What follows belongs to an exercise in optimizing a design on an open flow for small area, a short achievable clock period and few clock cycles per item; a production flow would make more cautious choices. RTL that was checked went through simulation tests only; none was proved equivalent to the original. No functional check of the RTL was part of runs 1 to 3. Power is estimated from default activity; no workload was simulated.

--- design/flow/flow/run.sh ---
#!/bin/bash
# The standard layout (standard.sh), with plain buffers instead of delay cells
# on the ports: buffer_ports otherwise picks a delay-cell buffer, whose
# footprint the later resizing then keeps.
set -o pipefail
cp standard.sh standard_copy.txt 2>/dev/null
export BUFFER_PORTS_ARGS="-buffer_cell sky130_fd_sc_hd__buf_2"
bash standard.sh > standard.log 2>&1
--- design/flow/standard.sh ---
#!/bin/bash
# synth_recipe.tcl (not shown) runs the flow's synth.tcl, then flattens the netlist and writes it again
# the make line also repeats each setting of config.mk as NAME=value (left out here)
make -C /OpenROAD-flow-scripts/flow DESIGN_CONFIG=/design/flow/config.mk WORK_HOME=/design/flow/orfs CLKGATE_MAP_FILE= SYNTH_SCRIPT=/design/flow/synth_recipe.tcl "${@:-finish}"
--- design/flow/config.mk ---
export PLATFORM = sky130hd
export DESIGN_NAME = bnn_layer0
export DESIGN_NICKNAME = bnn_layer0
export VERILOG_FILES = /design/flow/design.v
export SDC_FILE = /design/flow/constraint.sdc
export NUM_CORES = 4
export LEC_CHECK = 0
export CAP_MARGIN = 20
export CORE_MARGIN = 2
export CORE_UTILIZATION = 40
export CTS_CLUSTER_DIAMETER = 80
export CTS_CLUSTER_SIZE = 20
export PLACE_DENSITY = 0.6
export SETUP_SLACK_MARGIN = 3.6
export SLEW_MARGIN = 20
export SYNTH_HIERARCHICAL = 1
export SYNTH_MINIMUM_KEEP_SIZE = 0
--- design/flow/constraint.sdc ---
create_clock -name core_clock -period 6.0 [get_ports {clk}]
set_input_delay 1.2000 -clock core_clock [delete_from_list [all_inputs] [get_ports {clk}]]
set_output_delay 1.2000 -clock core_clock [all_outputs]
set_load 0.01 [all_outputs]
--- design/flow/design.v ---
module bnn_layer0 (
    input  wire        clk,
    input  wire        reset_n,
    input  wire        i_run,
    output wire        o_idle,
    output wire        o_done,
    output wire [6:0]  addr_input,
    output wire        ce_input,
    input  wire [27:0] q_input,
    output wire [1:0]  addr_weight,
    output wire        ce_weight,
    input  wire [26:0] q_weight,
    output wire [6:0]  addr_output,
    output wire        we_output,
    output wire [25:0] d_output
);
localparam LAT = 2;               
localparam END = 87 + LAT;        
reg        busy;
reg  [6:0] cnt;                   
reg  [1:0] m3;                    
reg  [6:0] a_in;
reg  [1:0] rch;
reg        we;
reg  [6:0] a_out;
reg  [1:0] och;
reg        done;
wire start = i_run & ~busy;
always @(posedge clk or negedge reset_n) begin
    if (!reset_n) begin
        busy  <= 1'b0;
        cnt   <= 7'd0;
        m3    <= 2'd0;
        we    <= 1'b0;
        done  <= 1'b0;
    end else begin
        done <= busy && (cnt == END);
        if (start) begin
            busy <= 1'b1;
            cnt  <= 7'd1;
            m3   <= 2'd2;
        end else if (busy) begin
            cnt <= cnt + 7'd1;
            m3  <= (m3 == 2'd2) ? 2'd0 : m3 + 2'd1;
            if (cnt == END) busy <= 1'b0;
        end
        we <= busy && (cnt >= 9 + LAT) && (cnt <= 86 + LAT);
    end
end
wire nidle;
bnn_idle u_idle (
    .clk     (clk),
    .reset_n (reset_n),
    .d       (busy ? (cnt != END) : i_run),
    .q       (nidle)
);
wire nce;
bnn_idle u_nce (
    .clk     (clk),
    .reset_n (reset_n),
    .d       (busy & (cnt > 7'd82) & (cnt != END)),
    .q       (nce)
);
wire ce_in = ~nce;
always @(posedge clk or negedge reset_n) begin
    if (!reset_n) begin
        a_in <= 7'd0;
        rch  <= 2'd0;
    end else if (ce_in && (busy || i_run)) begin
        if (rch == 2'd2) begin
            rch  <= 2'd0;
            a_in <= a_in - 7'd55;
        end else begin
            rch  <= rch + 2'd1;
            a_in <= a_in + 7'd28;
        end
    end else begin
        a_in <= 7'd0;
        rch  <= 2'd0;
    end
end
always @(posedge clk) begin
    if (start) begin
        a_out <= 7'd0;
        och   <= 2'd0;
    end else if (we) begin
        if (och == 2'd2) begin
            och   <= 2'd0;
            a_out <= a_out - 7'd51;
        end else begin
            och   <= och + 2'd1;
            a_out <= a_out + 7'd26;
        end
    end
end
assign o_idle      = ~nidle;
assign o_done      = done;
assign addr_input  = a_in;
assign ce_input    = ce_in;
assign addr_weight = m3;
assign ce_weight   = busy;
assign addr_output = a_out;
assign we_output   = we;
reg [27:0] qd1, qd2;              
always @(posedge clk) begin
    qd1 <= q_input;
    qd2 <= qd1;
end
reg [27:0] win [0:8];
wire ld = busy && (m3 == 2'd1);   
always @(posedge clk) begin
    if (ld) begin
        win[0] <= win[1]; win[1] <= win[2]; win[2] <= qd2;
        win[3] <= win[4]; win[4] <= win[5]; win[5] <= qd1;
        win[6] <= win[7]; win[7] <= win[8]; win[8] <= q_input;
    end
end
reg [26:0] w_reg;                 
always @(posedge clk) w_reg <= q_weight;
wire [25:0] res;
genvar h, s;
generate
    for (h = 0; h < 2; h = h + 1) begin : g_half
        wire [134:0] ws;
        for (s = 0; s < 9; s = s + 1) begin : g_s
            assign ws[s*15 +: 15] = win[s][27 - 13*h -: 15];
        end
        bnn_half u_half (
            .clk      (clk),
            .ws       (ws),
            .w_reg    (w_reg),
            .res      (res[25 - 13*h -: 13])
        );
    end
endgenerate
reg [25:0] d_out;
always @(posedge clk) d_out <= res;
assign d_output = d_out;
endmodule
module bnn_idle (
    input  wire clk,
    input  wire reset_n,
    input  wire d,
    output reg  q
);
always @(posedge clk or negedge reset_n) begin
    if (!reset_n) q <= 1'b0;
    else          q <= d;
end
endmodule
module bnn_half (
    input  wire         clk,
    input  wire [134:0] ws,
    input  wire [26:0]  w_reg,
    output wire [12:0]  res
);
genvar j, s, k;
generate
    for (j = 0; j < 13; j = j + 1) begin : g_col
        wire [26:0] d, w;
        for (s = 0; s < 9; s = s + 1) begin : g_s
            for (k = 0; k < 3; k = k + 1) begin : g_k
                assign d[s*3 + k] = ws[s*15 + 14 - j - k];
                assign w[s*3 + k] = w_reg[26 - (s*3 + k)];
            end
        end
        bnn_col u_col (.clk(clk), .d(d), .w(w), .o(res[12 - j]));
    end
endgenerate
endmodule
module bnn_col (
    input  wire        clk,
    input  wire [26:0] d,
    input  wire [26:0] w,
    output wire        o
);
wire [26:0] m = d ^ w;
wire [8:0] s1, c1;                
wire [2:0] as_, ac, bs, bc;       
genvar i;
generate
    for (i = 0; i < 9; i = i + 1) begin : g_l1
        bnn_fa u_fa (.a(m[3*i]), .b(m[3*i+1]), .c(m[3*i+2]), .s(s1[i]), .co(c1[i]));
    end
    for (i = 0; i < 3; i = i + 1) begin : g_l2
        bnn_fa u_fa1 (.a(s1[3*i]), .b(s1[3*i+1]), .c(s1[3*i+2]), .s(as_[i]), .co(ac[i]));
        bnn_fa u_fa2 (.a(c1[3*i]), .b(c1[3*i+1]), .c(c1[3*i+2]), .s(bs[i]), .co(bc[i]));
    end
endgenerate
reg [2:0] r_as, r_ac, r_bs, r_bc;
always @(posedge clk) begin
    r_as <= as_;
    r_ac <= ac;
    r_bs <= bs;
    r_bc <= bc;
end
wire x0 = (r_as[0] & r_as[1]) | (r_as[0] & r_as[2]) | (r_as[1] & r_as[2]);
wire y_s, y_c, z_s, z_c, u_s, u_c;
bnn_fa u_y (.a(r_ac[0]), .b(r_ac[1]), .c(r_ac[2]), .s(y_s), .co(y_c));
bnn_fa u_z (.a(r_bs[0]), .b(r_bs[1]), .c(r_bs[2]), .s(z_s), .co(z_c));
bnn_fa u_u (.a(r_bc[0]), .b(r_bc[1]), .c(r_bc[2]), .s(u_s), .co(u_c));
wire a_ge1 = x0 | y_s | z_s;
wire a_eq3 = x0 & y_s & z_s;
wire b_ge1 = y_c | z_c | u_s;
wire b_ge2 = (y_c & z_c) | (y_c & u_s) | (z_c & u_s);
wire b_eq3 = y_c & z_c & u_s;
wire ge = (u_c & (b_ge2 | (b_ge1 & a_ge1) | a_eq3))
        | (b_eq3 & a_ge1)
        | (b_ge2 & a_eq3);
assign o = ~ge;
endmodule
module bnn_fa (
    input  wire a,
    input  wire b,
    input  wire c,
    output wire s,
    output wire co
);
assign s  = a ^ b ^ c;
assign co = (a & b) | (a & c) | (b & c);
endmodule
==> impl_results.md, run 1 <==
* Leading cell type by number of instances after synthesis: xor2_1
* Maximum vdd ir drop at 0.278 mV
* Final nets at 3083
* Initial Utilization at 40.2%
* Horiz. Die Dim at 304 microns
* Proportion of layout cells with a drive suffix above 1 at 12.8%
* Buffers from clock root to sink, at most at 3
* Mapped Cells at 2368
* Mapped Nets at 2903
* DR DRC count at 0
* Pleak at 0.0156 uW
* I/O pin count at 105
* Cell type of the slowest stage on the worst timing path: dfrtp_1
* Time the final worst path needs with I/O delays and setup at 2410 ps
* Tot Pwr at 26800 uW
* First-pass detailed-route iteration total at 5
* Hold violation count in the final report at 0
* Clock root cell: clkbuf_16
* Largest delay share family, worst path: flip-flops
* Transition at the pin with the smallest max-transition slack at 818 ps
* Fin worst setup slack at 3590 ps
* Synth top area share at 26.0%
* Max cap viols at 0
* Ranking of synthesized cells by area: fa_1 (26%), dfxtp_1 (24%), edfxtp_1 (21%)
* EDFF count, synth at 252
* Hold Crit Class: register to register
* Max frequency at 416 MHz
* Aggregate global-route resource usage at 18.8%
* Placed standard-cell area at 0.0382 sq mm
* Die span in y at 304 microns
* Clock network latency to the later pin of the worst-skew pair at 620 ps
* Clock-pin slew on the worst setup and hold paths at 80 ps
* Critical-path maximum fanout at 4
* Mapped cell area at 0.0361 sq mm
* Post-detailed-route count of antenna-violating nets at 0
* Number of flip-flops and latches in the synthesized netlist at 705
* Setup repair after global routing missed its margin: yes
* Pin count of the biggest net entering global routing at 134
* Number of filler instances in the final layout at 8052
* Violation count after the first detailed-route iteration at 1165
* WP buf/inv at 1
* Layout Area Growth over Synthesis at 10.8%
* Wire length of the first global-routing pass at 133 mm
* Number of global-route vias before repair at 21936
* Syn_area_per_cell at 15.2 sq um
* Clock buffer count from CTS at 48
* Count of input and output buffers at 104
* Number of synthesis warnings at 10
* DP Wirelength at 58.7 mm
* Max reg flops at 252
* Type of origin of the critical path: register
* Top FF cell, synth: dfxtp_1
* Placeable Area at 0.0897 sq mm
* Headroom to the max-slew limit at 45.4%
* Worst setup timing slack at the placement stage at 3370 ps
* Clock tree from TritonCTS: built
* Power Density at 669 mW/mm^2
* GP Congestion at 0.832
* Kind of critical path: register to output port
* Distinct cells, synth at 52
* Cell row count at 110
* Data arrival, critical path at 1210 ps
* Total number of clock tree sinks at 705
* Grt total ovfl at 0
* Detailed-route vias per instance at 5.14
* Crit end category: output port
* Critical path's largest stage delay at 430 ps
* Clock tree skew after final layout at 26.2 ps
* Fraction of registers with async set/reset at 3.26%
* Critical-path cell list: buf_2
* Number of max-slew violations in the final report at 0
* Share of the clock period used by the worst path after layout at 40.1%
* Average detailed-routed wire length per instance at 22.6 microns
* Outcome: finished clean
* Largest register by flop count: win
* Via count at 19350
* H-tree depth reported by CTS at 2
* Total length of routed wires at 85.2 mm
* Post-route non-filler standard cell count at 3763
* Die ar. at 0.0926 sq mm
* Cell type with the largest total area after synthesis: fa_1
* DP Cell Count at 3658
* Antenna violations before repair at 4
* Total negative setup slack at 0 ps
* Post-Layout Inst Area at 0.0400 sq mm
* Synth top cells by count: xor2_1 (703), fa_1 (468), dfxtp_1 (430)
* Final setup violation count at 0
* Worst endpoint required time at 4800 ps
* Portion of the post-synthesis area used by sequential elements at 46.4%
## power breakdown
part | leakage (uW) | switching (uW) | internal, uW
logic | 0.00862 | 7340 | 6380
registers | 0.00629 | 2020 | 7660
clock network | 0.000727 | 1790 | 1570
total | 0.0156 | 11100 | 15600
## path summary, 6_finish.rpt
| path | from | endpoint | slack [ps] | cells after the start |
|---|---|---|---|---|
| setup / recovery | m3[0] | addr_weight[0] | 3590 | 1 |
| hold / removal | qd1[0] | qd2[0] | 350 | 0 |
| setup reg to reg | m3[1] | win[1][11] | 3640 | 4 |
| hold reg to reg | qd1[0] | qd2[0] | 350 | 0 |
| max in group asynchronous | reset_n | we | 5060 | 1 |
| min in group asynchronous | reset_n | done | 550 | 1 |
## stage by stage
step / hold WS [ps] / util [%]
5_1_grt: 359 / 44.5
6_report: 349 / 44.5
3_3_place_gp: 336 / 42.6
3_5_place_dp: 338 / 42.6
2_1_floorplan: 327 / -
4_1_cts: 347 / 44.4
## per-module statistics from Yosys (local to each module, per instance), a selection
| module | copies in the design | area, sq um | cells inside | flip-flops and latches |
|---|---|---|---|---|
| bnn_col | 26 | 587 | 52 | 12 |
| bnn_fa | 468 | 20.0 | 1 | 0 |
| bnn_idle | 2 | 25.0 | 1 | 1 |
| bnn_layer0 | 1 | 11400 | 546 | 391 |
## area by class of cell
cell class              instances  area (sq um)  share of cell area, %
clock inverters                20           199                  0.498
multi-input cells            1644         19200                   48.1
repair buffers                136           862                   2.16
flip-flops and latches        705         16800                   42.1
diodes                          1          2.50                0.00626
inverters                      13          48.8                  0.122
well taps                    1176          1470                   3.68
clock buffers                  68          1300                   3.25
## timing repair
item,4_1_cts,5_1_grt
pin swaps,1,0
endpoints found under the hold margin,0,0
gates resized for setup,29,11
hold buffers,0,0
cloned,1,1
buffers inserted,11,3
endpoints found under the setup margin,376,148
## cells in the final DEF, fill, tap and decap left out, drive strengths merged, types with 25 or more instances in the layout
cell	n
o311a	26
o21a	27
fa	468
a21oi	39
o2111ai	26
a41oi	26
buf	135
clkbuf	69
maj3	26
a21o	55
dfxtp	430
inv	25
o31a	27
xor2	703
o21ai	41
nor4	29
edfxtp	252
and3	27
a41o	26
## metal layers
layer,part of all wire (%),up-vias,GRT usage (%),routed length (microns)
li1,-,8491,-,-
met1,45,10278,26.6,38700
met2,47,474,30.4,40300
met3,5.1,107,2.83,4340
met4,2.1,0,4.57,1810
met5,0,-,0,0
## cell families after synthesis
family	after synthesis	share of synthesized area, %
XOR/XNOR	708	17.2
flip-flops	705	46.4
adder cells (fa/ha/maj)	503	27.1
AO/OA/AOI/OAI	308	6.59
AND/OR/NAND/NOR	120	2.29
buffers and inverters	20	0.257
multiplexers	4	0.114
==> run 2, diff against run 1 <==
--- a/design/flow/design.v
+++ b/design/flow/design.v
@@ -15,10 +15,11 @@
     output wire [25:0] d_output
 );
 localparam LAT = 2;               
-localparam END = 87 + LAT;        
+localparam END = 88 + LAT;        
 reg        busy;
 reg  [6:0] cnt;                   
 reg  [1:0] m3;                    
+reg        ce_in;
 reg  [6:0] a_in;
 reg  [1:0] rch;
 reg        we;
@@ -31,6 +32,7 @@
         busy  <= 1'b0;
         cnt   <= 7'd0;
         m3    <= 2'd0;
+        ce_in <= 1'b0;
         we    <= 1'b0;
         done  <= 1'b0;
     end else begin
@@ -38,13 +40,14 @@
         if (start) begin
             busy <= 1'b1;
             cnt  <= 7'd1;
-            m3   <= 2'd2;
+            m3   <= 2'd1;
         end else if (busy) begin
             cnt <= cnt + 7'd1;
             m3  <= (m3 == 2'd2) ? 2'd0 : m3 + 2'd1;
             if (cnt == END) busy <= 1'b0;
         end
-        we <= busy && (cnt >= 9 + LAT) && (cnt <= 86 + LAT);
+        ce_in <= start | (busy && (cnt <= 7'd83));
+        we <= busy && (cnt >= 10 + LAT) && (cnt <= 87 + LAT);
     end
 end
 wire nidle;
@@ -54,19 +57,11 @@
     .d       (busy ? (cnt != END) : i_run),
     .q       (nidle)
 );
-wire nce;
-bnn_idle u_nce (
-    .clk     (clk),
-    .reset_n (reset_n),
-    .d       (busy & (cnt > 7'd82) & (cnt != END)),
-    .q       (nce)
-);
-wire ce_in = ~nce;
-always @(posedge clk or negedge reset_n) begin
-    if (!reset_n) begin
+always @(posedge clk) begin
+    if (start) begin
         a_in <= 7'd0;
         rch  <= 2'd0;
-    end else if (ce_in && (busy || i_run)) begin
+    end else if (ce_in) begin
         if (rch == 2'd2) begin
             rch  <= 2'd0;
             a_in <= a_in - 7'd55;
@@ -74,12 +69,7 @@
             rch  <= rch + 2'd1;
             a_in <= a_in + 7'd28;
         end
-    end else begin
-        a_in <= 7'd0;
-        rch  <= 2'd0;
-    end
-end
-always @(posedge clk) begin
+    end
     if (start) begin
         a_out <= 7'd0;
         och   <= 2'd0;
@@ -187,24 +177,24 @@
         bnn_fa u_fa2 (.a(c1[3*i]), .b(c1[3*i+1]), .c(c1[3*i+2]), .s(bs[i]), .co(bc[i]));
     end
 endgenerate
-reg [2:0] r_as, r_ac, r_bs, r_bc;
-always @(posedge clk) begin
-    r_as <= as_;
-    r_ac <= ac;
-    r_bs <= bs;
-    r_bc <= bc;
-end
-wire x0 = (r_as[0] & r_as[1]) | (r_as[0] & r_as[2]) | (r_as[1] & r_as[2]);
+wire x0 = (as_[0] & as_[1]) | (as_[0] & as_[2]) | (as_[1] & as_[2]);
 wire y_s, y_c, z_s, z_c, u_s, u_c;
-bnn_fa u_y (.a(r_ac[0]), .b(r_ac[1]), .c(r_ac[2]), .s(y_s), .co(y_c));
-bnn_fa u_z (.a(r_bs[0]), .b(r_bs[1]), .c(r_bs[2]), .s(z_s), .co(z_c));
-bnn_fa u_u (.a(r_bc[0]), .b(r_bc[1]), .c(r_bc[2]), .s(u_s), .co(u_c));
-wire a_ge1 = x0 | y_s | z_s;
-wire a_eq3 = x0 & y_s & z_s;
-wire b_ge1 = y_c | z_c | u_s;
-wire b_ge2 = (y_c & z_c) | (y_c & u_s) | (z_c & u_s);
-wire b_eq3 = y_c & z_c & u_s;
-wire ge = (u_c & (b_ge2 | (b_ge1 & a_ge1) | a_eq3))
+bnn_fa u_y (.a(ac[0]), .b(ac[1]), .c(ac[2]), .s(y_s), .co(y_c));
+bnn_fa u_z (.a(bs[0]), .b(bs[1]), .c(bs[2]), .s(z_s), .co(z_c));
+bnn_fa u_u (.a(bc[0]), .b(bc[1]), .c(bc[2]), .s(u_s), .co(u_c));
+reg [2:0] ra, rb;                 
+reg       rc;                     
+always @(posedge clk) begin
+    ra <= {x0, y_s, z_s};
+    rb <= {y_c, z_c, u_s};
+    rc <= u_c;
+end
+wire a_ge1 = |ra;
+wire a_eq3 = &ra;
+wire b_ge1 = |rb;
+wire b_ge2 = (rb[0] & rb[1]) | (rb[0] & rb[2]) | (rb[1] & rb[2]);
+wire b_eq3 = &rb;
+wire ge = (rc & (b_ge2 | (b_ge1 & a_ge1) | a_eq3))
         | (b_eq3 & a_ge1)
         | (b_ge2 & a_eq3);
 assign o = ~ge;
==> design/flow/run.sh (new file) <==
#!/bin/bash
# synth_recipe.tcl (not shown) runs the flow's synth.tcl, then flattens the netlist and writes it again
# the make line also repeats each setting of config.mk as NAME=value (left out here)
make -C /OpenROAD-flow-scripts/flow DESIGN_CONFIG=/design/flow/config.mk WORK_HOME=/design/flow/orfs CLKGATE_MAP_FILE= SYNTH_SCRIPT=/design/flow/synth_recipe.tcl finish
removed: design/flow/flow/run.sh
removed: design/flow/standard.sh
==> run 2 against run 1 <==
Net effect:
- still clean
- global-route usage up 5.1 points
- critical path depth increased by 5
- clock power decreased by 14%
- synthesized area decreased by 9.7%
- routed wire length up 15%
- clock-buffer cell count down 11
- total power rose by 6.2%
- core utilization rose by 7.7 points
- hold slack worse by 14 ps
- combinational power grew 26%
- clock skew grew 18 ps
- synthesized cell count fell by 6.4%
- critical endpoint is now g_half[0].u_half.g_col[10].u_col.ra[0]
- largest power group unchanged
==> impl_results.md, run 2 <==
* Outcome: finished clean
* Type of origin of the critical path: register
* Time the final worst path needs with I/O delays and setup at 2470 ps (+64.6 ps)
* Core occupancy in the finished layout at 52.2% (+7.7 points)
* Clock tree from TritonCTS: built
* Antenna violations before repair at 2 (-2)
* Number of filler instances in the final layout at 6426 (-20%)
* Mapped cell area at 0.0326 sq mm (-9.7%)
* Fin worst setup slack at 3530 ps (-64.6 ps)
* Post-detailed-route count of antenna-violating nets at 0 (unchanged)
* Die ar. at 0.0837 sq mm (-9.6%)
* Count of input and output buffers at 104 (unchanged)
* Syn_area_per_cell at 14.7 sq um (-3.5%)
* Clock tree skew after final layout at 44.3 ps (+18.1 ps)
* Hold Crit Class: register to register
* Via count at 18852 (-2.6%)
* DR DRC count at 0 (unchanged)
* GP Congestion at 0.859 (+3.2%)
* Setup repair after global routing missed its margin: yes
* Transition at the pin with the smallest max-transition slack at 851 ps (+32.6 ps)
* H-tree depth reported by CTS at 2 (unchanged)
* Placeable Area at 0.0805 sq mm (-10%)
* Maximum vdd ir drop at 0.385 mV (+39%)
* Reg-to-reg critical path endpoint: g_half[0].u_half.g_col[10].u_col.ra[0]
* Max reg flops at 252 (unchanged)
* Crit end category: register
* Biggest regs: win x252, g_half.u_half.g_col.u_col.ra x78, g_half.u_half.g_col.u_col.rb x78
* Most frequent cells in the layout: xor2_1 (446), dfxtp_1 (266), edfxtp_1 (252)
* Total length of routed wires at 98.0 mm (+15%)
* Total negative setup slack at 0 ps (unchanged)
* Power Density at 675 mW/mm^2 (+0.90%)
* Proportion of layout cells with a drive suffix above 1 at 33.2% (+20 points)
* First-pass detailed-route iteration total at 7 (+2)
* Hold violation count in the final report at 0 (unchanged)
* Pin count of the biggest net entering global routing at 122 (-9.0%)
* Number of flip-flops and latches in the synthesized netlist at 575 (-18%)
* Hold Path Origin: qd1[12]
* Clock root cell: clkbuf_16
* Portion of the post-synthesis area used by sequential elements at 43.3% (-3.2 points)
* Depth of the most critical reg-to-reg path at 6 (+2)
* Critical-path maximum fanout at 6 (+2)
* Largest register by flop count: win
* Max cap viols at 0 (unchanged)
* Cell type with the largest total area after synthesis: fa_1
* Top FF cell, synth: dfxtp_1
* Synth top cells by count: xor2_1 (704), fa_1 (468), dfxtp_1 (309)
* Number of synthesis warnings at 10 (unchanged)
* Mapped Nets at 2752 (-5.2%)
* DP Wirelength at 54.0 mm (-7.9%)
* DP Cell Count at 3389 (-7.4%)
* Cell row count at 104 (-5.5%)
* Grt total ovfl at 0 (unchanged)
* Clock buffer count from CTS at 40 (-17%)
* Violation count after the first detailed-route iteration at 1497 (+28%)
* Clock-pin slew on the worst setup and hold paths at 100 ps (+20 ps)
* Distinct cells, synth at 46 (-12%)
* R2R setup slack at 3530 ps (-110 ps)
* Final setup violation count at 0 (unchanged)
* Average detailed-routed wire length per instance at 27.2 microns (+20%)
* Minimum hold slack at 335 ps (-13.9 ps)
* Data arrival, critical path at 3030 ps (+1820 ps)
* Layout Area Growth over Synthesis at 29.1%
* Die span in y at 289 microns (-4.9%)
* Clock network latency to the later pin of the worst-skew pair at 620 ps (about the same)
* Number of max-slew violations in the final report at 0 (unchanged)
* Initial Utilization at 40.4% (+0.25 points)
* Headroom to the max-slew limit at 43.3% (-2.1 points)
* Worst setup timing slack at the placement stage at 2830 ps (-541 ps)
* Horiz. Die Dim at 289 microns (-4.9%)
* Final nets at 3045 (-1.2%)
* I/O pin count at 105 (unchanged)
* Antenna diode count at 0 (-1)
* EDFF count, synth at 252 (unchanged)
* Aggregate global-route resource usage at 23.8% (+5.1 points)
* Endpoint of the worst hold path: qd2[12]
* Buffers from clock root to sink, at most at 3 (unchanged)
* Worst endpoint required time at 6560 ps (+1760 ps)
* Worst reg2reg startpoint: w_reg[7]
* Worst hold path depth at 0 (unchanged)
* Max frequency at 405 MHz (-2.6%)
* Synth top area share at 28.8% (+2.8 points)
* Fraction of registers with async set/reset at 2.43% (-0.83 points)
* Wire length of the first global-routing pass at 142 mm (+6.6%)
* Mapped Cells at 2216 (-6.4%)
* Kind of critical path: register to register
* Post-route non-filler standard cell count at 3599 (-4.4%)
* Most common library cell in the layout ignoring fill and taps: xor2_1
* Number of global-route vias before repair at 20888 (-4.8%)
* Ranking of synthesized cells by area: fa_1 (29%), edfxtp_1 (23%), dfxtp_1 (19%)
* Detailed-route vias per instance at 5.24 (+1.9%)
* Total number of clock tree sinks at 575 (-18%)
* Share of the clock period used by the worst path after layout at 41.2% (+1.1 points)
* Pleak at 0.0154 uW (-1.7%)
* Leading cell type by number of instances after synthesis: xor2_1
run 2: cell count changes after synthesis, moves of 27 or more:
cell     before  now
dfxtp_1     430  309
nand2_1      17   44
and2_1        1   28
o21ai_1       1   53
a21o_1       55    4
run 2: Yosys stat by module (local to each module, per instance), excerpt:
module,cells inside,flops+latches
bnn_col,46,7
bnn_idle,1,1
bnn_fa,1,0
bnn_layer0,551,392
run 2: area by class of cell:
| class | instances | area (sq um) | share of cell area [%] |
|---|---|---|---|
| clock inverter | 15 | 176 | 0.420 |
| multi-input combinational | 1597 | 21400 | 50.9 |
| tap | 1060 | 1330 | 3.15 |
| sequential | 575 | 14200 | 33.9 |
| clock buffer | 57 | 1100 | 2.61 |
| timing repair buffer | 259 | 3670 | 8.73 |
| inverter | 36 | 135 | 0.321 |
run 2: cells by family after synthesis:
| logic type | after synthesis | synth area share (%) |
|---|---|---|
| XOR/XNOR | 708 | 19.0 |
| flip-flops | 575 | 43.3 |
| AND/OR/NAND/NOR | 143 | 2.30 |
| multiplexers | 4 | 0.127 |
| buffers and inverters | 44 | 0.534 |
| adder cells (fa/ha/maj) | 504 | 29.9 |
| AO/OA/AOI/OAI | 238 | 4.75 |
run 2: what timing repair did:
action	CTS	global route
setup endpoints to repair	230	160
cloned	33	4
pin swaps	128	110
resized for setup	602	242
setup buffers	92	9
hold buffers	0	0
run 2: metrics by stage:
stage	total power, uW	area [sq um]
floorplan	18200	32700
CTS	27700	40700
detailed placement	23500	35100
finish	28400	42100
global route	31000	42100
global placement	22800	35100
run 2: metal layers:
metal  track usage [%]  vias up  part of all wire [%]
li1                  -     7751                     -
met1              32.7    10190                    41
met2              38.5      726                    48
met3              4.56      183                   7.4
met4              7.51        2                   4.3
met5                 0        -                 0.013
run 2: worst max-delay path by stage:
stage	start	to	slack (ps)
floorplan	busy	win[0][0]	1230
global placement	i_run	a_out[3]	2870
detailed placement	i_run	a_out[3]	2830
CTS	busy	ce_weight	3500
global route	w_reg[25]	g_half[0].u_half.g_col[4].u_col.ra[1]	3500
finish	w_reg[7]	g_half[0].u_half.g_col[10].u_col.ra[0]	3530
run 2: worst max-delay path, cell delays in order, from the launching register on:
cell and delay, ps:
dfxtp_4 400, buf_12 150, buf_16 160, xor2_2 190, fa_2 390, fa_1 530
fa_2 570
run 2: power breakdown:
group          total [uW]  switching [uW]  internal [uW]
registers            8360            1920           6430
logic               17200            8650           8510
clock network        2890            1520           1370
total               28400           12100          16300
==> run 3, diff against run 2 <==
--- a/design/flow/config.mk
+++ b/design/flow/config.mk
@@ -11,7 +11,7 @@
 export CTS_CLUSTER_DIAMETER = 80
 export CTS_CLUSTER_SIZE = 20
 export PLACE_DENSITY = 0.6
-export SETUP_SLACK_MARGIN = 3.6
+export SETUP_SLACK_MARGIN = 3.45
 export SLEW_MARGIN = 20
 export SYNTH_HIERARCHICAL = 1
 export SYNTH_MINIMUM_KEEP_SIZE = 0
==> run 3 against run 2 <==
Net effect:
- sequential cell count is the same
- fmax down 3.3%
- critical path depth is 1 lower
- cell count down 2.8%
- design area decreased by 11%
- routed wire length fell by 16%
- synthesized cell count did not move
- clock-buffer cell count fell by 5
- clock skew fell by 5.4 ps
- synthesized area did not move
- register-to-register slack worse by 80 ps
==> impl_results.md, run 3 <==
* Distinct cells, synth at 46 (unchanged)
* Type of origin of the critical path: register
* Mapped Nets at 2752 (unchanged)
* Share of the clock period used by the worst path after layout at 42.6% (+1.4 points)
* Worst endpoint required time at 6490 ps (-70 ps)
* Total number of clock tree sinks at 575 (unchanged)
* Clock-pin slew on the worst setup and hold paths at 80 ps (-20 ps)
* Switch Pwr at 10900 uW (-9.5%)
* Via count at 17888 (-5.1%)
* Pleak at 0.0143 uW (-7.0%)
* Largest register by flop count: win
* Wire length of the first global-routing pass at 123 mm (-14%)
* Placeable Area at 0.0805 sq mm (unchanged)
* Initial Utilization at 40.4% (unchanged)
* Clock tree skew after final layout at 39.0 ps (-5.37 ps)
* DP Wirelength at 53.9 mm (-0.22%)
* Mapped cell area at 0.0326 sq mm (unchanged)
* Top FF cell, synth: dfxtp_1
* Layout Area Growth over Synthesis at 14.4%
* Buffers from clock root to sink, at most at 3 (unchanged)
* Cell type with the largest total area after synthesis: fa_1
* Setup repair after global routing missed its margin: yes
* GP Congestion at 0.835 (-2.8%)
* Core occupancy in the finished layout at 46.2% (-6.0 points)
* Hold Crit Class: register to register
* Max cap viols at 0 (unchanged)
* Biggest regs: win x252, g_half.u_half.g_col.u_col.ra x78, g_half.u_half.g_col.u_col.rb x78
* Max frequency at 392 MHz (-3.3%)
* First-pass detailed-route iteration total at 5 (-2)
* Post-detailed-route count of antenna-violating nets at 0 (unchanged)
* EDFF count, synth at 252 (unchanged)
* Clock network latency to the later pin of the worst-skew pair at 610 ps (about the same)
* Depth of the most critical reg-to-reg path at 5 (-1)
* Pin count of the biggest net entering global routing at 143 (+17%)
* Worst hold path depth at 0 (unchanged)
* Reg-to-reg critical path endpoint: g_half[0].u_half.g_col[11].u_col.ra[1]
* Grt total ovfl at 0 (unchanged)
* Syn_area_per_cell at 14.7 sq um (unchanged)
* Cell row count at 104 (unchanged)
* Detailed-route vias per instance at 5.12 (-2.3%)
* Total negative setup slack at 0 ps (unchanged)
* Number of synthesis warnings at 10 (unchanged)
* I/O pin count at 105 (unchanged)
* R2R setup slack at 3450 ps (-80 ps)
* Final nets at 2944 (-3.3%)
* Kind of critical path: register to register
* Worst reg2reg startpoint: w_reg[8]
* Critical-path maximum fanout at 13 (+7)
* Proportion of layout cells with a drive suffix above 1 at 8.00% (-25 points)
* H-tree depth reported by CTS at 2 (unchanged)
* Share of power burned in combinational logic at 57.8% (-2.6 points)
* Crit end category: register
* Average detailed-routed wire length per instance at 23.6 microns (-13%)
* Portion of the post-synthesis area used by sequential elements at 43.3% (unchanged)
* Time the final worst path needs with I/O delays and setup at 2550 ps (+83.3 ps)
* Leading cell type by number of instances after synthesis: xor2_1
* Number of max-slew violations in the final report at 0 (unchanged)
* Launching element of the worst setup path: w_reg[8]
* DR DRC count at 0 (unchanged)
* Clock root cell: clkbuf_16
* Data arrival, critical path at 3040 ps (about the same)
* Switch share at 42.4% (-0.19 points)
* Final setup violation count at 0 (unchanged)
* Most frequent cells in the layout: xor2_1 (701), fa_1 (467), dfxtp_1 (272)
* Headroom to the max-slew limit at 39.8% (-3.5 points)
* Total length of routed wires at 82.6 mm (-16%)
* Die span in y at 289 microns (unchanged)
* Maximum vdd ir drop at 0.307 mV (-20%)
* Die ar. at 0.0837 sq mm (unchanged)
* Hold violation count in the final report at 0 (unchanged)
* Sequential group share of total power at 31.3% (+1.9 points)
* Most common library cell in the layout ignoring fill and taps: xor2_1
* Violation count after the first detailed-route iteration at 1183 (-21%)
* Power Density at 693 mW/mm^2 (+2.7%)
* Internal power at 14900 uW (-8.8%)
* Antenna violations before repair at 1 (-1)
* Mapped Cells at 2216 (unchanged)
* Antenna diode count at 0 (unchanged)
* Transition at the pin with the smallest max-transition slack at 903 ps (+52.0 ps)
* Number of buffers inserted by hold repair at cts at 0 (unchanged)
* Max reg flops at 252 (unchanged)
* Aggregate global-route resource usage at 19.8% (-4.1 points)
* Synth top cells by count: xor2_1 (704), fa_1 (468), dfxtp_1 (309)
* Clock tree from TritonCTS: built
* Fraction of registers with async set/reset at 2.43% (unchanged)
* Endpoint of the most critical setup path: g_half[0].u_half.g_col[11].u_col.ra[1]
* Outcome: finished clean
* Number of flip-flops and latches in the synthesized netlist at 575 (unchanged)
* Number of global-route vias before repair at 20066 (-3.9%)
* Clock buffer count from CTS at 39 (-2.5%)
* Synth top area share at 28.8% (unchanged)
* Clock network fraction of design power at 10.9% (+0.7 points)
* Horiz. Die Dim at 289 microns (unchanged)
* Count of input and output buffers at 104 (unchanged)
* Ranking of synthesized cells by area: fa_1 (29%), edfxtp_1 (23%), dfxtp_1 (19%)
[run 3: cell counts after synthesis]
Identical to the previous run, type by type.
[run 3: per-layer routing]
metal / share of wire, % / global-route usage (%) / vias to the layer above / wire, microns
met2: 48 / 32.6 / 523 / 39500
met3: 6.6 / 3.47 / 95 / 5470
met4: 2.1 / 4.45 / 0 / 1740
met1: 43 / 27.4 / 9501 / 35900
met5: 0 / 0 / - / 0
li1: - / - / 7769 / -
[run 3: power groups by stage]
stage | Sequential, uW | Clock (uW) | Combinational [uW]
after floorplan | 7830 | 0 | 10400
after global placement | 8100 | 0 | 14400
after detailed placement | 8210 | 0 | 15200
after CTS | 8060 | 2920 | 15300
after global routing | 8300 | 3030 | 17100
final | 8080 | 2820 | 14900
[run 3: repair_timing]
| action | CTS | global route |
|---|---|---|
| cloned | 0 | 4 |
| endpoints found under the setup margin | 229 | 42 |
| gates resized for setup | 106 | 29 |
| setup buffers | 30 | 0 |
[run 3: per-module statistics from Yosys, one instance, submodules excluded, a selection]
module      flip-flops and latches  copies in the design  cells
bnn_col                          7                    26     46
bnn_fa                           0                   468      1
bnn_idle                         1                     1      1
bnn_layer0                     392                     1    551
[run 3: cells by family (layout without fill, tap and decap cells)]
| family | count (synthesis) | after routing | synth area share [%] |
|---|---|---|---|
| XOR/XNOR | 708 | 708 | 19.0 |
| multiplexers | 4 | 4 | 0.127 |
| AND/OR/NAND/NOR | 143 | 143 | 2.30 |
| adder cells (fa/ha/maj) | 504 | 504 | 29.9 |
| AO/OA/AOI/OAI | 238 | 238 | 4.75 |
| flip-flops | 575 | 575 | 43.3 |
| buffers and inverters | 44 | 265 | 0.534 |
[run 3: metrics by stage]
stage	hold WS, ps	std cells	cell area (sq um)	power, uW	worst slack [ps]
finish	350	3497	37300	25800	3450
CTS	351	3493	37000	26200	3250
floorplan	327	2216	32600	18200	1230
detailed placement	333	3393	35100	23400	2850
global route	354	3497	37300	28500	3420
global placement	330	3393	35100	22500	2880
[run 3: worst max-delay path: stages (launching register included)]
cell       delay (ps)
dfxtp_4           460
clkbuf_16         280
xor2_1            290
fa_1              490
fa_1              450
fa_1              440
[run 3: layout make-up]
class                      instances  area (sq um)
tap                             1060          1330
sequential                       575         14200
clock inverter                    18           186
inverter                          36           135
multi-input combinational       1597         18300
clock buffer                      52          1080
timing repair buffer             159          2010
fill                            7004         43300
[run 3: worst min-delay path by stage]
| stage | start | to |
|---|---|---|
| floorplan | qd1[0] | qd2[0] |
| global placement | qd1[3] | qd2[3] |
| detailed placement | qd1[2] | qd2[2] |
| CTS | qd1[2] | qd2[2] |
| global route | qd1[2] | qd2[2] |
| finish | qd1[2] | qd2[2] |
==> run 4, diff against run 3 <==
--- a/design/flow/design.v
+++ b/design/flow/design.v
@@ -15,11 +15,10 @@
     output wire [25:0] d_output
 );
 localparam LAT = 2;               
-localparam END = 88 + LAT;        
+localparam END = 87 + LAT;        
 reg        busy;
 reg  [6:0] cnt;                   
 reg  [1:0] m3;                    
-reg        ce_in;
 reg  [6:0] a_in;
 reg  [1:0] rch;
 reg        we;
@@ -32,7 +31,6 @@
         busy  <= 1'b0;
         cnt   <= 7'd0;
         m3    <= 2'd0;
-        ce_in <= 1'b0;
         we    <= 1'b0;
         done  <= 1'b0;
     end else begin
@@ -40,14 +38,13 @@
         if (start) begin
             busy <= 1'b1;
             cnt  <= 7'd1;
-            m3   <= 2'd1;
+            m3   <= 2'd2;
         end else if (busy) begin
             cnt <= cnt + 7'd1;
             m3  <= (m3 == 2'd2) ? 2'd0 : m3 + 2'd1;
             if (cnt == END) busy <= 1'b0;
         end
-        ce_in <= start | (busy && (cnt <= 7'd83));
-        we <= busy && (cnt >= 10 + LAT) && (cnt <= 87 + LAT);
+        we <= busy && (cnt >= 9 + LAT) && (cnt <= 86 + LAT);
     end
 end
 wire nidle;
@@ -57,11 +54,19 @@
     .d       (busy ? (cnt != END) : i_run),
     .q       (nidle)
 );
-always @(posedge clk) begin
-    if (start) begin
+wire nce;
+bnn_idle u_nce (
+    .clk     (clk),
+    .reset_n (reset_n),
+    .d       (busy & (cnt > 7'd82) & (cnt != END)),
+    .q       (nce)
+);
+wire ce_in = ~nce;
+always @(posedge clk or negedge reset_n) begin
+    if (!reset_n) begin
         a_in <= 7'd0;
         rch  <= 2'd0;
-    end else if (ce_in) begin
+    end else if (ce_in && (busy || i_run)) begin
         if (rch == 2'd2) begin
             rch  <= 2'd0;
             a_in <= a_in - 7'd55;
@@ -69,7 +74,12 @@
             rch  <= rch + 2'd1;
             a_in <= a_in + 7'd28;
         end
-    end
+    end else begin
+        a_in <= 7'd0;
+        rch  <= 2'd0;
+    end
+end
+always @(posedge clk) begin
     if (start) begin
         a_out <= 7'd0;
         och   <= 2'd0;
--- a/design/flow/config.mk
+++ b/design/flow/config.mk
@@ -11,7 +11,7 @@
 export CTS_CLUSTER_DIAMETER = 80
 export CTS_CLUSTER_SIZE = 20
 export PLACE_DENSITY = 0.6
-export SETUP_SLACK_MARGIN = 3.45
+export SETUP_SLACK_MARGIN = 3.5
 export SLEW_MARGIN = 20
 export SYNTH_HIERARCHICAL = 1
 export SYNTH_MINIMUM_KEEP_SIZE = 0
==> run 4 against run 3 <==
Net effect:
- still clean on timing, DRC and antenna
- design area is 1.4% higher
- register-to-register slack improved by 50 ps
- synthesized cell count decreased by 0.18%
- critical path depth stayed put
- global-route usage is 0.31 points higher
- combinational power is essentially flat
- cell count rose by 0.34%
- via count is 0.63% higher
- core utilization grew 0.62 points
- critical path type unchanged
- largest cell class unchanged
==> impl_results.md, run 4 <==
* Outcome: finished clean
* Portion of the post-synthesis area used by sequential elements at 43.4% (+0.12 points)
* Clock network latency to the later pin of the worst-skew pair at 600 ps (about the same)
* Mapped Nets at 2747 (-0.18%)
* Footprint of the flip-flops and latches at 0.0142 sq mm (+0.34%)
* Initial Utilization at 40.5% (about the same)
* Detailed-route vias per instance at 5.13 (+0.29%)
* First-pass detailed-route iteration total at 5 (unchanged)
* Crit end category: register
* Launching element of the worst setup path: w_reg[7]
* Cell type with the largest total area after synthesis: fa_1
* Layout Area Growth over Synthesis at 15.9%
* Total negative setup slack at 0 ps (unchanged)
* Critical-path maximum fanout at 7 (-6)
* Wire length of the first global-routing pass at 124 mm (+1.2%)
* Biggest regs: win x252, g_half.u_half.g_col.u_col.ra x78, g_half.u_half.g_col.u_col.rb x78
* Leading cell type by number of instances after synthesis: xor2_1
* Clock buffer count from CTS at 40 (+2.6%)
* Post-detailed-route count of antenna-violating nets at 0 (unchanged)
* Die span in y at 289 microns (about the same)
* Synth top area share at 28.8% (about the same)
* Hold Path Origin: qd1[22]
* Number of filler instances in the final layout at 6949 (-0.79%)
* Total number of clock tree sinks at 575 (unchanged)
* Pleak at 0.0144 uW (+0.97%)
* Mapped cell area at 0.0326 sq mm (about the same)
* Largest register by flop count: win
* EDFF count, synth at 252 (unchanged)
* Horiz. Die Dim at 289 microns (about the same)
* Data arrival, critical path at 2970 ps (-70 ps)
* Headroom to the max-slew limit at 52.4% (+13 points)
* Ranking of synthesized cells by area: fa_1 (29%), edfxtp_1 (23%), xor2_1 (19%)
* Share of the clock period used by the worst path after layout at 41.8% (-0.78 points)
* DP Wirelength at 54.6 mm (+1.2%)
* Sequential group share of total power at 31.2% (about the same)
* Total length of routed wires at 86.2 mm (+4.4%)
* Type of origin of the critical path: register
* Worst setup timing slack at the placement stage at 2990 ps (+141 ps)
* Reg-to-reg critical path endpoint: g_half[0].u_half.g_col[11].u_col.ra[1]
* Number of synthesis warnings at 10 (unchanged)
* Clock-pin slew on the worst setup and hold paths at 80 ps (about the same)
* Power Density at 683 mW/mm^2 (-1.6%)
* Antenna violations before repair at 0 (-1)
* Internal power at 14800 uW (-0.32%)
* Grt total ovfl at 0 (unchanged)
* Max cap viols at 0 (unchanged)
* Top FF cell, synth: dfxtp_1
* Count of input and output buffers at 104 (unchanged)
* Switch Pwr at 10900 uW (-0.11%)
* Final nets at 2951 (+0.24%)
* Buffers from clock root to sink, at most at 3 (unchanged)
* Number of max-slew violations in the final report at 0 (unchanged)
* Mapped Cells at 2212 (-0.18%)
* H-tree depth reported by CTS at 2 (unchanged)
* Fin worst setup slack at 3490 ps (+46.6 ps)
* R2R setup slack at 3490 ps (+50 ps)
* DR DRC count at 0 (unchanged)
* Max reg flops at 252 (unchanged)
* Clock root cell: clkbuf_16
* Clock tree skew after final layout at 23.8 ps (-15.2 ps)
* Tot Pwr at 25800 uW (-0.23%)
* Time the final worst path needs with I/O delays and setup at 2510 ps (-46.6 ps)
* Depth of the most critical reg-to-reg path at 5 (unchanged)
* Hold violation count in the final report at 0 (unchanged)
* Synth top cells by count: xor2_1 (703), fa_1 (468), dfxtp_1 (300)
* Hold Crit Class: register to register
* Footprint of the multi-input gates at 0.0186 sq mm (+1.6%)
* Number of global-route vias before repair at 20201 (+0.67%)
* Share of power burned in combinational logic at 57.8% (about the same)
* Average detailed-routed wire length per instance at 24.6 microns (+4.1%)
* Endpoint of the most critical setup path: g_half[0].u_half.g_col[11].u_col.ra[1]
* Distinct cells, synth at 46 (unchanged)
* Clock network fraction of design power at 11.0% (about the same)
* Transition at the pin with the smallest max-transition slack at 710 ps (-193 ps)
* Clock tree from TritonCTS: built
* Most common library cell in the layout ignoring fill and taps: xor2_1
* Switch share at 42.4% (+0.051 points)
* Worst endpoint required time at 6460 ps (-30 ps)
* GP Congestion at 0.840 (+0.50%)
* Maximum vdd ir drop at 0.257 mV (-16%)
* Via count at 18001 (+0.63%)
* Proportion of layout cells with a drive suffix above 1 at 10.8% (+2.8 points)
* Most frequent cells in the layout: xor2_1 (656), fa_1 (463), dfxtp_1 (265)
* Pin count of the biggest net entering global routing at 122 (-15%)
* Kind of critical path: register to register
* Final setup violation count at 0 (unchanged)
* Placeable Area at 0.0805 sq mm (unchanged)
* I/O pin count at 105 (unchanged)
* Worst reg2reg startpoint: w_reg[7]
* Core occupancy in the finished layout at 46.9% (+0.62 points)
* Number of flip-flops and latches in the synthesized netlist at 575 (unchanged)
* Cell row count at 104 (unchanged)
* Max frequency at 399 MHz (+1.9%)
* Setup repair after global routing missed its margin: yes
* Fraction of registers with async set/reset at 4.00% (+1.6 points)
* Violation count after the first detailed-route iteration at 1182 (-0.085%)
* Die ar. at 0.0838 sq mm (about the same)
* Number of buffers inserted by hold repair at cts at 0 (unchanged)
* Minimum hold slack at 339 ps (-11.6 ps)
* Syn_area_per_cell at 14.7 sq um (+0.21%)
* Aggregate global-route resource usage at 20.1% (+0.31 points)
-- run 4: cell types whose count changed in the layout (fill, tap and decap cells not counted), moves of 6 or more --
cell           change
buf_2              +6
dfrtp_1           +10
dfxtp_1            -7
dlygate4sd2_1     -14
xor2_1            -45
xor2_2            +44
-- run 4: how the worst min path moves through the flow --
stage	endpoint	slack [ps]	depth (start not counted)
6_report	qd2[22]	340	0
5_1_grt	qd2[22]	340	0
2_1_floorplan	qd2[0]	330	0
3_3_place_gp	qd2[25]	330	0
4_1_cts	qd2[22]	330	0
3_5_place_dp	qd2[10]	330	0
-- run 4: per-module statistics from Yosys, one instance, submodules excluded, a selection --
| module | area, sq um | cells inside | flops+latches | times used |
|---|---|---|---|---|
| bnn_layer0 | 11400 | 546 | 391 | 1 |
| bnn_idle | 25.0 | 1 | 1 | 2 |
| bnn_col | 453 | 46 | 7 | 26 |
| bnn_fa | 20.0 | 1 | 0 | 468 |
-- run 4: cell families (layout without fill, tap and decap cells) --
logic type	count (synthesis)	after routing	share of synthesized area [%]
XOR/XNOR	708	708	19.0
flip-flops	575	575	43.4
adder cells (fa/ha/maj)	503	503	29.9
AO/OA/AOI/OAI	230	230	4.60
AND/OR/NAND/NOR	146	146	2.33
buffers and inverters	46	282	0.584
multiplexers	4	4	0.127
other	0	1	0
-- run 4: power groups by stage --
stage | Clock, uW | Sequential (uW) | Combinational [uW]
final | 2820 | 8050 | 14900
after global routing | 3060 | 8260 | 17100
after CTS | 2920 | 8000 | 15000
after detailed placement | 0 | 8120 | 14900
after global placement | 0 | 8040 | 14100
after floorplan | 0 | 7780 | 10200
-- run 4: layout make-up --
cell class              count  area share, %
diodes                      1        0.00663
clock buffers              54           2.90
clock inverters            20          0.454
inverters                  39          0.388
multi-input cells        1591           49.3
flip-flops and latches    575           37.7
well taps                1060           3.51
repair buffers            169           5.71
-- run 4: layer usage --
layer | routed length, microns | part of all wire, % | vias up | global-route usage (%)
met5 | 0 | 0 | - | 0
met4 | 2580 | 3.0 | 0 | 5.91
met3 | 4770 | 5.5 | 115 | 2.97
met2 | 41200 | 48 | 495 | 33.0
met1 | 37700 | 44 | 9653 | 27.7
li1 | - | - | 7738 | -
-- run 4: stage by stage --
step                instances  instance area, sq um
global route             3508                 37800
finish                   3509                 37800
global placement         3391                 35100
floorplan                2212                 32600
detailed placement       3391                 35100
CTS                      3495                 37100
-- run 4: repair_timing --
action                     4_1_cts  5_1_grt
setup buffers                   29        1
setup endpoints to repair      361      117
gates resized for setup        144       77
gates cloned                     1       12
-- run 4: critical path: stages (launching register included) --
cell       delay, ps
dfxtp_4          480
clkbuf_16        260
xor2_2           180
fa_1             470
fa_1             500
fa_1             460
Testbench counts of run 4, summed over its fixed seeds: cycles 8,648, runs 96.
==> run 5, diff against run 4 <==
--- a/design/flow/config.mk
+++ b/design/flow/config.mk
@@ -5,13 +5,14 @@
 export SDC_FILE = /design/flow/constraint.sdc
 export NUM_CORES = 4
 export LEC_CHECK = 0
+export ABC_AREA = 1
 export CAP_MARGIN = 20
 export CORE_MARGIN = 2
 export CORE_UTILIZATION = 40
 export CTS_CLUSTER_DIAMETER = 80
 export CTS_CLUSTER_SIZE = 20
 export PLACE_DENSITY = 0.6
-export SETUP_SLACK_MARGIN = 3.5
+export SETUP_SLACK_MARGIN = 3.4
 export SLEW_MARGIN = 20
 export SYNTH_HIERARCHICAL = 1
 export SYNTH_MINIMUM_KEEP_SIZE = 0
==> run 5 against run 4 <==
Net effect:
- sequential cell count unchanged
- register-to-register slack got worse by 40 ps
- clock skew is 4.9 ps higher
- worst setup slack got worse by 38 ps
- total power grew 0.55%
- routed wire length down 4.6%
- clock power hardly changed
- non-clock buffer count fell by 11
- die area up 0.82%
==> impl_results.md, run 5 <==
* DP Wirelength at 54.7 mm (+0.23%)
* Post-detailed-route count of antenna-violating nets at 0 (unchanged)
* Antenna violations before repair at 1 (+1)
* Clock buffer count from CTS at 40 (unchanged)
* Via count at 18152 (+0.84%)
* Clock-pin slew on the worst setup and hold paths at 90 ps (about the same)
* Clock network fraction of design power at 11.0% (about the same)
* Kind of critical path: register to output port
* Headroom to the max-slew limit at 52.6% (+0.19 points)
* Switch Pwr at 11100 uW (+1.7%)
* Type of origin of the critical path: register
* Number of flip-flops and latches in the synthesized netlist at 575 (unchanged)
* Pin count of the biggest net entering global routing at 101 (-17%)
* Hold Crit Class: register to register
* Cell type of the slowest stage on the worst timing path: dfrtp_2
* Time the final worst path needs with I/O delays and setup at 2550 ps (+37.8 ps)
* Mapped Nets at 2943 (+7.1%)
* Core occupancy in the finished layout at 45.7% (-1.2 points)
* Critical path's largest stage delay at 450 ps (-50 ps)
* Share of the clock period used by the worst path after layout at 42.4% (+0.63 points)
* Critical-path cell list: dlygate4sd2_1
* Clock network latency to the later pin of the worst-skew pair at 600 ps (about the same)
* Most common library cell in the layout ignoring fill and taps: xor2_1
* Buffers from clock root to sink, at most at 3 (unchanged)
* Clock tree from TritonCTS: built
* Hold Path Origin: qd1[25]
* Max cap viols at 0 (unchanged)
* Grt total ovfl at 0 (unchanged)
* Distinct cells, synth at 32 (-30%)
* Total number of clock tree sinks at 575 (unchanged)
* Synth top area share at 28.5% (-0.24 points)
* Internal power at 14800 uW (-0.30%)
* Max frequency at 393 MHz (-1.5%)
* Syn_area_per_cell at 13.6 sq um (-7.4%)
* Largest delay share family, worst path: flip-flops
* WP buf/inv at 1 (unchanged)
* Hold violation count in the final report at 0 (unchanged)
* Maximum vdd ir drop at 0.333 mV (+30%)
* Crit end category: output port
* Placeable Area at 0.0817 sq mm (+1.5%)
* Aggregate global-route resource usage at 19.8% (-0.33 points)
* Antenna diode count at 0 (-1)
* GP Congestion at 0.831 (-1.0%)
* Pleak at 0.0149 uW (+3.0%)
* First-pass detailed-route iteration total at 5 (unchanged)
* Total negative setup slack at 0 ps (unchanged)
* Switch share at 42.9% (+0.49 points)
* Mapped Cells at 2408 (+8.9%)
* Leading cell type by number of instances after synthesis: xor2_1
* Worst hold path depth at 0 (unchanged)
* Most frequent cells in the layout: xor2_1 (701), fa_1 (468), dfxtp_1 (269)
* Synth top cells by count: xor2_1 (702), fa_1 (468), dfxtp_1 (300)
* Average detailed-routed wire length per instance at 22.2 microns (-9.7%)
* Die ar. at 0.0844 sq mm (+0.82%)
* Top FF cell, synth: dfxtp_1
* Fin worst setup slack at 3450 ps (-37.8 ps)
* Outcome: finished clean
* EDFF count, synth at 252 (unchanged)
* Detailed-route vias per instance at 4.90 (-4.5%)
* Power Density at 694 mW/mm^2 (+1.6%)
* Number of global-route vias before repair at 20374 (+0.86%)
* Final nets at 3142 (+6.5%)
* Mapped cell area at 0.0329 sq mm (+0.83%)
* Share of power burned in combinational logic at 58.4% (+0.6 points)
* Cell type with the largest total area after synthesis: fa_1
* Total length of routed wires at 82.2 mm (-4.6%)
* R2R setup slack at 3450 ps (-40 ps)
* Violation count after the first detailed-route iteration at 1001 (-15%)
* Final setup violation count at 0 (unchanged)
* Worst reg2reg startpoint: w_reg[15]
* H-tree depth reported by CTS at 2 (unchanged)
* Initial Utilization at 40.2% (-0.25 points)
* DR DRC count at 0 (unchanged)
* Worst endpoint required time at 4800 ps (-1660 ps)
* DP Cell Count at 3602 (+6.2%)
* Ranking of synthesized cells by area: fa_1 (29%), edfxtp_1 (23%), xor2_1 (19%)
* Count of input and output buffers at 104 (unchanged)
* I/O pin count at 105 (unchanged)
* Layout Area Growth over Synthesis at 13.7%
* Number of max-slew violations in the final report at 0 (unchanged)
* Post-route non-filler standard cell count at 3707 (+5.6%)
* Transition at the pin with the smallest max-transition slack at 711 ps (+1.17 ps)
* Setup repair after global routing missed its margin: no
* Cell row count at 105 (+0.96%)
* Number of buffers inserted by hold repair at cts at 0 (unchanged)
* Clock root cell: clkbuf_16
* Die span in y at 291 microns (+0.41%)
* Largest register by flop count: win
* Worst setup timing slack at the placement stage at 3000 ps (+10.0 ps)
* Portion of the post-synthesis area used by sequential elements at 43.1% (-0.36 points)
* Clock tree skew after final layout at 28.7 ps (+4.88 ps)
* Number of synthesis warnings at 10 (unchanged)
* Biggest regs: win x252, g_half.u_half.g_col.u_col.ra x78, g_half.u_half.g_col.u_col.rb x78
* Critical-path maximum fanout at 6 (-1)
* Proportion of layout cells with a drive suffix above 1 at 8.84% (-1.9 points)
* Sequential group share of total power at 30.6% (-0.6 points)
* Horiz. Die Dim at 291 microns (+0.41%)
* Data arrival, critical path at 1350 ps (-1620 ps)
* Wire length of the first global-routing pass at 124 mm (+0.16%)
* Max reg flops at 252 (unchanged)
* Endpoint of the worst hold path: qd2[25]
* Depth of the most critical reg-to-reg path at 5 (unchanged)
* Fraction of registers with async set/reset at 4.00% (unchanged)
* Reg-to-reg critical path endpoint: g_half[0].u_half.g_col[3].u_col.ra[1]
## run 5: modules after synthesis (local to each module, per instance), excerpt
module,cells inside,flip-flops and latches
bnn_col,52,7
bnn_fa,1,0
bnn_idle,1,1
bnn_layer0,586,391
## run 5: layer usage
metal	up-vias	global-route usage, %	part of all wire [%]	wire length [microns]
met3	106	3.21	5.3	4360
met1	9519	27.2	45	36600
met4	2	5.36	2.5	2030
met2	480	32.6	48	39200
met5	-	0	0.011	9
li1	8045	-	-	-
## run 5: worst max path at each step
stage                                                   to  slack, ps      start  cells past startpoint
CTS                                              ce_weight       3170       busy                      1
global route        g_half[0].u_half.g_col[10].u_col.ra[1]       3390   w_reg[1]                      5
finish                                       addr_input[2]       3450    a_in[2]                      1
global placement     g_half[0].u_half.g_col[6].u_col.ra[0]       3030  w_reg[23]                      4
detailed placement   g_half[0].u_half.g_col[6].u_col.ra[1]       3000  w_reg[23]                      4
floorplan                                        win[0][0]       1010       busy                      4
## run 5: logic make-up after synthesis
| group | count (synthesis) | share of synthesized area [%] |
|---|---|---|
| AND/OR/NAND/NOR | 418 | 5.67 |
| AO/OA/AOI/OAI | 95 | 1.50 |
| flip-flops | 575 | 43.1 |
| buffers and inverters | 114 | 1.36 |
| adder cells (fa/ha/maj) | 503 | 29.7 |
| XOR/XNOR | 703 | 18.7 |
## run 5: what timing repair did
action / 4_1_cts / 5_1_grt
setup endpoints to repair: 457 / 266
endpoints found under the hold margin: 0 / 0
cloned: 0 / 1
setup buffers: 28 / 4
pin swaps: 1 / 1
resized for setup: 91 / 30
## run 5: cell type report
cell class	instances	area, sq um
multi-input combinational	1720	18300
inverter	112	428
fill	7297	44400
clock inverter	20	200
clock buffer	52	1080
sequential	575	14200
tap	1070	1340
timing repair buffer	158	1810
## run 5: stage by stage
step                power, uW  hold WS, ps  area (sq um)
CTS                     26300          348         37200
floorplan               18400          327         32900
global route            28700          348         37400
finish                  25900          340         37400
detailed placement      23500          333         35400
global placement        22500          330         35400
## run 5: power groups by stage
stage | Clock (uW) | Combinational [uW] | Sequential, uW
CTS | 2940 | 15400 | 7940
detailed placement | 0 | 15400 | 8080
finish | 2850 | 15100 | 7930
global placement | 0 | 14500 | 8030
global route | 3070 | 17500 | 8130
floorplan | 0 | 10600 | 7760
==> run 6, diff against run 5 <==
--- a/design/flow/config.mk
+++ b/design/flow/config.mk
@@ -5,7 +5,6 @@
 export SDC_FILE = /design/flow/constraint.sdc
 export NUM_CORES = 4
 export LEC_CHECK = 0
-export ABC_AREA = 1
 export CAP_MARGIN = 20
 export CORE_MARGIN = 2
 export CORE_UTILIZATION = 40
==> run 6 against run 5 <==
Net effect:
- clock skew fell by 4.8 ps
- clock power down 1%
- sequential cell count is the same
==> impl_results.md, run 6 <==
* Placed standard-cell area at 0.0351 sq mm (-0.83%)
* Largest delay share family, worst path: adder cells
* Time the final worst path needs with I/O delays and setup at 2560 ps (+15.6 ps)
* Max frequency at 391 MHz (-0.61%)
* Most common library cell in the layout ignoring fill and taps: xor2_1
* Synth top area share at 28.8% (+0.24 points)
* Footprint of the flip-flops and latches at 0.0142 sq mm (about the same)
* Depth of the critical timing path with buffers and inverters included at 5 (+4)
* Mapped cell area at 0.0326 sq mm (-0.83%)
* Clock tree from TritonCTS: built
* I/O pin count at 105 (unchanged)
* DR DRC count at 0 (unchanged)
* Number of global-route vias before repair at 20063 (-1.5%)
* Distinct cells, synth at 46 (+44%)
* Buffers from clock root to sink, at most at 3 (unchanged)
* GP Congestion at 0.840 (+1.0%)
* Kind of critical path: register to register
* Minimum hold slack at 336 ps (-3.63 ps)
* Hold violation count in the final report at 0 (unchanged)
* EDFF count, synth at 252 (unchanged)
* Total length of routed wires at 80.4 mm (-2.2%)
* Portion of the post-synthesis area used by sequential elements at 43.4% (+0.36 points)
* Post-Layout Inst Area at 0.0369 sq mm (-1.1%)
* Average detailed-routed wire length per instance at 23.0 microns (+3.9%)
* Mapped Nets at 2747 (-6.7%)
* Outcome: finished clean
* Worst hold path depth at 0 (unchanged)
* Critical-path cell list: buf_8 -> xor2_1 -> fa_1 -> fa_1 -> fa_1
* Die span in y at 289 microns (-0.41%)
* Final setup violation count at 0 (unchanged)
* Type of origin of the critical path: register
* Crit end category: register
* Clock network latency to the later pin of the worst-skew pair at 600 ps (about the same)
* Critical path's largest stage delay at 520 ps (+70 ps)
* Switch share at 42.3% (-0.61 points)
* Syn_area_per_cell at 14.7 sq um (+8.0%)
* Proportion of layout cells with a drive suffix above 1 at 7.45% (-1.4 points)
* Headroom to the max-slew limit at 42.1% (-11 points)
* Synth top cells by count: xor2_1 (703), fa_1 (468), dfxtp_1 (300)
* Pleak at 0.0142 uW (-4.6%)
* Placeable Area at 0.0805 sq mm (-1.4%)
* Transition at the pin with the smallest max-transition slack at 869 ps (+159 ps)
* Number of buffers inserted by hold repair at cts at 0 (unchanged)
* Die ar. at 0.0838 sq mm (-0.81%)
* Number of flip-flops and latches in the synthesized netlist at 575 (unchanged)
* Post-detailed-route count of antenna-violating nets at 0 (unchanged)
* Max cap viols at 0 (unchanged)
* Power Density at 689 mW/mm^2 (-0.74%)
* Share of the clock period used by the worst path after layout at 42.7% (+0.26 points)
* Ranking of synthesized cells by area: fa_1 (29%), edfxtp_1 (23%), xor2_1 (19%)
* Share of power burned in combinational logic at 57.5% (-0.9 points)
* Clock buffer count from CTS at 40 (unchanged)
* Count of input and output buffers at 104 (unchanged)
* Biggest regs: win x252, g_half.u_half.g_col.u_col.ra x78, g_half.u_half.g_col.u_col.rb x78
* Largest register by flop count: win
* Final nets at 2932 (-6.7%)
* Total negative setup slack at 0 ps (unchanged)
* Cell type of the slowest stage on the worst timing path: fa_1
* Aggregate global-route resource usage at 19.7% (-0.029 points)
* Maximum vdd ir drop at 0.375 mV (+13%)
* Leading cell type by number of instances after synthesis: xor2_1
* Worst endpoint required time at 6470 ps (+1670 ps)
* Clock root cell: clkbuf_16
* Number of max-slew violations in the final report at 0 (unchanged)
* First-pass detailed-route iteration total at 5 (unchanged)
* Pin count of the biggest net entering global routing at 133 (+32%)
* Total number of clock tree sinks at 575 (unchanged)
* Most frequent cells in the layout: xor2_1 (703), fa_1 (468), dfxtp_1 (267)
* Antenna diode count at 0 (unchanged)
* Cell type with the largest total area after synthesis: fa_1
* H-tree depth reported by CTS at 2 (unchanged)
* Clock-pin slew on the worst setup and hold paths at 80 ps (about the same)
* Violation count after the first detailed-route iteration at 1179 (+18%)
* Top FF cell, synth: dfxtp_1
* Sequential group share of total power at 31.5% (+0.9 points)
* Hold Crit Class: register to register
* Antenna violations before repair at 0 (-1)
* Most used cell, CP: fa_1
* Number of filler instances in the final layout at 7039 (-3.5%)
* Data arrival, critical path at 3040 ps (+1690 ps)
* Critical-path maximum fanout at 26 (+20)
* Wire length of the first global-routing pass at 122 mm (-1.6%)
* Detailed-route vias per instance at 5.09 (+3.9%)
* WP buf/inv at 1 (unchanged)
* Fraction of registers with async set/reset at 4.00% (unchanged)
* Initial Utilization at 40.5% (+0.25 points)
* Depth of the most critical reg-to-reg path at 5 (unchanged)
* Clock network fraction of design power at 11.1% (about the same)
* Max reg flops at 252 (unchanged)
* Cell row count at 104 (-0.95%)
* Mapped Cells at 2212 (-8.1%)
* Internal power at 14700 uW (-0.81%)
* Via count at 17744 (-2.2%)
* Setup repair after global routing missed its margin: yes
* Number of synthesis warnings at 10 (unchanged)
* Horiz. Die Dim at 289 microns (-0.41%)
* DP Wirelength at 54.6 mm (-0.23%)
* Switch Pwr at 10800 uW (-3.2%)
* Layout Area Growth over Synthesis at 13.4%
* Footprint of the multi-input gates at 0.0183 sq mm (-0.12%)
* Grt total ovfl at 0 (unchanged)
* Clock tree skew after final layout at 23.9 ps (-4.81 ps)
==> run 6: cell count changes in the layout (fill, tap and decap cells not counted), moves of 29 or more <==
| cell | before | now |
|---|---|---|
| nand2_1 | 208 | 43 |
| nand3_1 | 68 | 3 |
| inv_1 | 103 | 39 |
| nor2_1 | 69 | 18 |
| o21ai_1 | 8 | 53 |
| nor2_2 | 30 | 0 |
| nand2_2 | 29 | 0 |
==> run 6: routing by layer <==
metal	share of wire, %	vias to the layer above	track usage, %
met4	2.7	0	5.68
met5	0	-	0
met2	48	470	32.3
met3	5.0	115	2.71
li1	-	7739	-
met1	44	9420	27.5
==> run 6: modules after synthesis (local to each module, per instance), excerpt <==
module      flops+latches  copies in the design
bnn_col                 7                    26
bnn_fa                  0                   468
bnn_idle                1                     2
bnn_layer0            391                     1
==> run 6: through the flow <==
stage / worst slack, ps / utilization [%] / total power [uW] / instances
global placement: 3050 / 43.6 / 22200 / 3391
floorplan: 1270 / - / 18000 / 2212
detailed placement: 2990 / 43.6 / 23000 / 3391
global route: 3400 / 45.9 / 28200 / 3489
finish: 3440 / 45.9 / 25400 / 3489
CTS: 3240 / 45.6 / 25800 / 3481
==> run 6: power by group through the flow <==
stage	combinational (uW)	clock, uW	sequential [uW]
after floorplan	10200	0	7780
after global placement	14100	0	8040
after detailed placement	14900	0	8120
after CTS	14900	2920	8010
after global routing	16900	3060	8220
final	14600	2810	8010
==> run 6: cell type report <==
| type | count | share of cell area (%) |
|---|---|---|
| clock buffer | 54 | 2.96 |
| clock inverter | 20 | 0.464 |
| inverter | 39 | 0.396 |
| multi-input combinational | 1591 | 49.4 |
| sequential | 575 | 38.5 |
| tap | 1060 | 3.59 |
| timing repair buffer | 150 | 4.67 |
==> run 6: final timing paths <==
kind / start / slack [ps] / to
setup / recovery: w_reg[3] / 3440 / g_half[1].u_half.g_col[12].u_col.ra[1]
hold / removal: qd1[22] / 340 / qd2[22]
setup reg to reg: w_reg[3] / 3440 / g_half[1].u_half.g_col[12].u_col.ra[1]
hold reg to reg: qd1[22] / 340 / qd2[22]
max in group asynchronous: reset_n / 5060 / we
min in group asynchronous: reset_n / 570 / a_in[5]
==> run 6: logic make-up after synthesis <==
kind of cell / after synthesis / synth area share, %
AO/OA/AOI/OAI: 230 / 4.60
XOR/XNOR: 708 / 19.0
adder cells (fa/ha/maj): 503 / 29.9
buffers and inverters: 46 / 0.584
flip-flops: 575 / 43.4
multiplexers: 4 / 0.127
AND/OR/NAND/NOR: 146 / 2.33
==> run 6: timing repair <==
item	CTS	global route
hold endpoints to repair	0	0
setup endpoints to repair	361	162
gates resized for setup	84	31
gates cloned	0	1
buffers inserted	16	7
pin swaps	0	0

==> port drivers added, routing unchanged <==
How much do the figures lean on ideal ports? The routed layouts below were timed once more, with nothing changed but the port constraints. Step 1 (the two cells are an assumption about what drives the block):
set clk [get_ports {clk}]
set_driving_cell -lib_cell sky130_fd_sc_hd__clkbuf_16 $clk
set_driving_cell -lib_cell sky130_fd_sc_hd__buf_2 [delete_from_list [all_inputs] $clk]
Step 2 times the ports against the registers' clock, not the clock port: input delays grow and output delays shrink by t, the midpoint of the rising clock arrivals with the driver on. a / b / c = no drivers / after step 1 / after step 2; a / b = the first two.
run	shift t [ns]	slack for setup (ns)	worst slew at a driven data input, ns
run 1	0.673	3.594 / 3.530 / 3.641	0.06
run 2	0.665	3.529 / 3.529 / 3.171	0.06
run 3	0.656	3.446 / 3.432 / 3.164	0.05
run 4	0.650	3.493 / 3.487 / 3.289	0.05
run 5	0.649	3.455 / 3.393 / 3.460	0.09
run 6	0.645	3.439 / 3.408 / 3.316	0.05
After both steps setup and hold are still met in every run listed. The setup slack of run 2, which loses most, moves by 0.000 ns with the drivers and by -0.358 ns with both steps.
